Context: an optimization exercise on an open-source flow, tuned for small area and a short achievable clock period. The choices shown serve that exercise and are no tape-out recipe.
In this exercise RTL edits were held to simulation tests only and were not proved equivalent to the original.
Power is estimated from default activity; no workload was simulated.

// enigma_part3
module enigma_part3(clk, srst_n, load, encrypt, crypt_mode, table_idx, code_in, code_out, code_valid);
input clk;
input srst_n;
input load;
input encrypt;
input crypt_mode;
input [1:0] table_idx;
input [5:0] code_in;
output [5:0] code_out;
output code_valid;
integer k;
reg idle_q, ready_q;
reg valid_q;
reg cm_q;
reg [5:0] z_q;
reg [1:0] dA_q;
reg [2:0] rB_q;
reg [7:0] bhi_q, blo_q;
reg [5:0] pb [0:31];
reg [5:0] a0 [0:63];
reg [5:0] br [0:63];
wire [5:0] bx [0:63];
wire in_load = ~idle_q & ~ready_q & load;
wire ld_pb = in_load & (table_idx == 2'd0);
wire ld_a  = in_load & (table_idx == 2'd1);
wire ld_b  = in_load & (table_idx == 2'd2);
wire sym   = ready_q & encrypt;
assign code_valid = valid_q;
function [5:0] pbl;
  input [5:0] x;
  reg [31:0] mt;
  reg [5:0] r;
  integer q;
  begin
    for (q = 0; q < 32; q = q + 1) mt[q] = (pb[q] == x);
    r = 6'd0;
    for (q = 0; q < 32; q = q + 1)
      if (mt[q ^ 1]) r = r | pb[q];
    pbl = (|mt) ? r : x;
  end
endfunction
reg [5:0] rotB_b;
always @* begin
  rotB_b = 6'd0;
  for (k = 0; k < 8; k = k + 1) begin
    if (bhi_q[k]) rotB_b[5:3] = rotB_b[5:3] | k[2:0];
    if (blo_q[k]) rotB_b[2:0] = rotB_b[2:0] | k[2:0];
  end
end
reg [5:0] ka;
always @* begin
  ka = 6'd0;
  for (k = 0; k < 64; k = k + 1)
    if (a0[k] == rotB_b) ka = ka | k[5:0];
end
wire [3:0] blo_s = {1'b0, ka[2:0]} + {1'b0, z_q[2:0]};
wire [2:0] bhi_s0 = ka[5:3] + z_q[5:3];
wire [2:0] bhi_s1 = bhi_s0 + 3'd1;
wire [5:0] rotA_b = {blo_s[3] ? bhi_s1 : bhi_s0, blo_s[2:0]};
assign code_out = {6{valid_q}} & pbl(rotA_b);
wire [1:0] d_a = valid_q ? (cm_q ? rotB_b[1:0] : dA_q) : 2'd0;
wire [5:0] y_f = z_q + {4'd0, d_a};
wire [2:0] m_e = valid_q ? (rB_q[2:0] ^ {3{cm_q}}) : 3'd0;
wire [7:0] oh = {8{sym}} & (8'd1 << m_e);
wire hold = ~sym & ~ld_b;
wire [5:0] pbo = pbl(code_in);
wire [5:0] w_f = -y_f;
wire [3:0] alo = {1'b0, pbo[2:0]} + {1'b0, w_f[2:0]};
wire [2:0] ahi0 = pbo[5:3] + w_f[5:3];
wire [2:0] ahi1 = ahi0 + 3'd1;
reg [5:0] ag [0:7];
always @* for (k = 0; k < 8; k = k + 1) ag[k] = a0[{k[2:0], alo[2:0]}];
  ...
Size: ~7000 cells after synthesis, ~62000 um^2 of cells after synthesis.
Settings: LEC_CHECK=0, CAP_MARGIN=20, CORE_MARGIN=2, CORE_UTILIZATION=25, PLACE_DENSITY=0.35, SLEW_MARGIN=20, TNS_END_PERCENT=5; clock period 30.0 ns.
standard.sh (not shown) runs the stock make flow with config.mk's settings and CLKGATE_MAP_FILE= SYNTH_SCRIPT=/design/flow/synth_recipe.tcl, a recipe that flattens the netlist after the stock synthesis.
==> flow/flow/run.sh <==
#!/bin/bash
# Layout through the standard.sh. Synthesis is the standard flow's script with abc run on
# flow/yos.abc (yosys's default mapping script) instead of ORFS's speed script,
# and with adders left to abc rather than mapped to full-adder cells;
# ports buffered with buf_4; clock tree without dummy loads; timing repair is asked for a setup margin so
# the long paths get sized up.
cd "$(dirname "$0")/.."
export MY_ABC_SCRIPT=$PWD/flow/yos.abc
# the weakest sizes of the slow OR gates kept out of the mapping
export MY_ABC_DONT_USE="sky130_fd_sc_hd__or4_1 sky130_fd_sc_hd__or4b_1 sky130_fd_sc_hd__or3_1 sky130_fd_sc_hd__or3b_1 sky130_fd_sc_hd__a2111oi_0"
bash standard.sh SYNTH_SCRIPT=$PWD/flow/my_synth.tcl ADDER_MAP_FILE= synth > synth.log 2>&1
bash standard.sh SETUP_SLACK_MARGIN=15.8 "BUFFER_PORTS_ARGS=-inputs -outputs -buffer_cell sky130_fd_sc_hd__buf_4" "CTS_ARGS=-sink_clustering_enable -repair_clock_nets -dont_use_dummy_load -buf_list sky130_fd_sc_hd__clkbuf_4" finish > standard.log 2>&1
==> flow/flow/my_synth.tcl <==
# The standard flow's synthesis script (synth_recipe.tcl), with abc run on the script named in MY_ABC_SCRIPT.
proc synth {args} { yosys synth -nofsm -noshare {*}$args }

proc abc {args} {
  set i [lsearch -exact $args -script]
  if {$i >= 0 && [info exists ::env(MY_ABC_SCRIPT)] && $::env(MY_ABC_SCRIPT) ne ""} {
    set args [lreplace $args [expr {$i + 1}] [expr {$i + 1}] $::env(MY_ABC_SCRIPT)]
  }
  if {[info exists ::env(MY_ABC_DONT_USE)]} {
    foreach c $::env(MY_ABC_DONT_USE) { lappend args -dont_use $c }
  }
  puts "abc (own script): $args"
  yosys abc {*}$args
}
source $::env(SCRIPTS_DIR)/synth.tcl
# left out here: clear keep_hierarchy, flatten, clean up, hide names made inside functions, write 1_2_yosys.v
==> flow/flow/yos.abc <==
strash
&get -n
&fraig -x
&put
scorr
dc2
dretime
strash
&get -n
&dch -f
&nf
&put
buffer
upsize
dnsize
stime -p
The baseline completed without violations.
Edit:
==> flow/flow/run.sh (replaced) <==
#!/bin/bash
# Layout through the standard.sh. Synthesis is the standard flow's script with abc run on
# flow/yos.abc (yosys's default mapping script) instead of ORFS's speed script;
# ports buffered with buf_4; clock tree without dummy loads; timing repair is asked for a setup margin so
# the long paths get sized up.
cd "$(dirname "$0")/.."
export MY_ABC_SCRIPT=$PWD/flow/yos.abc
bash standard.sh SYNTH_SCRIPT=$PWD/flow/my_synth.tcl synth > synth.log 2>&1
bash standard.sh SETUP_SLACK_MARGIN=16.5 "BUFFER_PORTS_ARGS=-inputs -outputs -buffer_cell sky130_fd_sc_hd__buf_4" "CTS_ARGS=-sink_clustering_enable -repair_clock_nets -dont_use_dummy_load -buf_list sky130_fd_sc_hd__clkbuf_4" finish > standard.log 2>&1
Register-to-register slack gets worse by 0.44 ns.
Clock power stays flat.
Utilization came out higher by 1.4 points.
Via count came out higher by about 0.5%.
Final cell count came out lower by 1.9%.
Setup slack gets better by 0.10 ns.
Total power came out lower by about 9%.
Edit:
==> flow/flow/run.sh (replaced) <==
#!/bin/bash
# Layout through the standard.sh. Synthesis is the standard flow's script with abc run on
# flow/yos.abc (yosys's default mapping script) instead of ORFS's speed script,
# and with adders left to abc rather than mapped to full-adder cells;
# ports buffered with buf_4; clock tree without dummy loads; timing repair is asked for a setup margin so
# the long paths get sized up.
cd "$(dirname "$0")/.."
export MY_ABC_SCRIPT=$PWD/flow/yos.abc
bash standard.sh SYNTH_SCRIPT=$PWD/flow/my_synth.tcl ADDER_MAP_FILE= synth > synth.log 2>&1
bash standard.sh SETUP_SLACK_MARGIN=15.8 "BUFFER_PORTS_ARGS=-inputs -outputs -buffer_cell sky130_fd_sc_hd__buf_4" "CTS_ARGS=-sink_clustering_enable -repair_clock_nets -dont_use_dummy_load -buf_list sky130_fd_sc_hd__clkbuf_4" finish > standard.log 2>&1
- TNS_END_PERCENT: 5 -> 25
Outcome: Final area fell by 2.3%; total power rose by about 9%; global-route usage fell by 0.42 points; worst setup slack is better by 0.032 ns; final cell count rose by 1.9%; sequential power hardly moves.
Edit:
==> flow/flow/run.sh (replaced) <==
#!/bin/bash
# Layout through the standard.sh. Synthesis is the standard flow's script with abc run on
# flow/yos.abc (yosys's default mapping script) instead of ORFS's speed script;
# ports buffered with buf_4; clock tree without dummy loads; timing repair is asked for a setup margin so
# the long paths get sized up.
cd "$(dirname "$0")/.."
export MY_ABC_SCRIPT=$PWD/flow/yos.abc
bash standard.sh SYNTH_SCRIPT=$PWD/flow/my_synth.tcl synth > synth.log 2>&1
bash standard.sh SETUP_SLACK_MARGIN=15 "BUFFER_PORTS_ARGS=-inputs -outputs -buffer_cell sky130_fd_sc_hd__buf_4" "CTS_ARGS=-sink_clustering_enable -repair_clock_nets -dont_use_dummy_load -buf_list sky130_fd_sc_hd__clkbuf_4" finish > standard.log 2>&1
- TNS_END_PERCENT: 25 -> 5
What happened: Routed wire length falls by 6.4%; design area falls by 4.1%; power is lower by 20%; critical path depth grows by 1.

## separate check: timing with driven ports
The results above use ideal ports. As a check the final layouts listed here were re-extracted and re-timed, cells and wires unchanged.
Step 1 (the two cells are an assumption about what drives the block):
set clk [get_ports {clk}]
set_driving_cell -lib_cell sky130_fd_sc_hd__clkbuf_16 $clk
set_driving_cell -lib_cell sky130_fd_sc_hd__buf_2 [delete_from_list [all_inputs] $clk]
Step 2 moves the port delays by t, midway between the first and last clock arrival at a register: inputs arrive t later, outputs are due t later. That takes back most of the time a late clock gives input paths.
Three values: no drivers, after step 1, after step 2; two values: the first two.
run | t, ns | setup WS [ns] | worst hold slack (ns) | worst data-port slew with drivers (ns)
the first run | 1.400 | 15.630 / 15.692 / 14.292 | 0.297 / 0.297 / 0.297 | 0.04
the second run | 1.425 | 15.732 / 15.652 / 14.339 | 0.294 / 0.294 / 0.294 | 0.12
the third run | 1.402 | 15.764 / 15.790 / 14.388 | 0.293 / 0.293 / 0.293 | 0.08
the fourth run | 1.450 | 14.992 / 15.010 / 13.560 | 0.311 / 0.311 / 0.311 | 0.08
After both steps setup and hold are still met in every run listed. For the fourth run, which loses most, drivers alone change the setup slack by +0.018 ns; drivers and shift together by -1.432 ns.
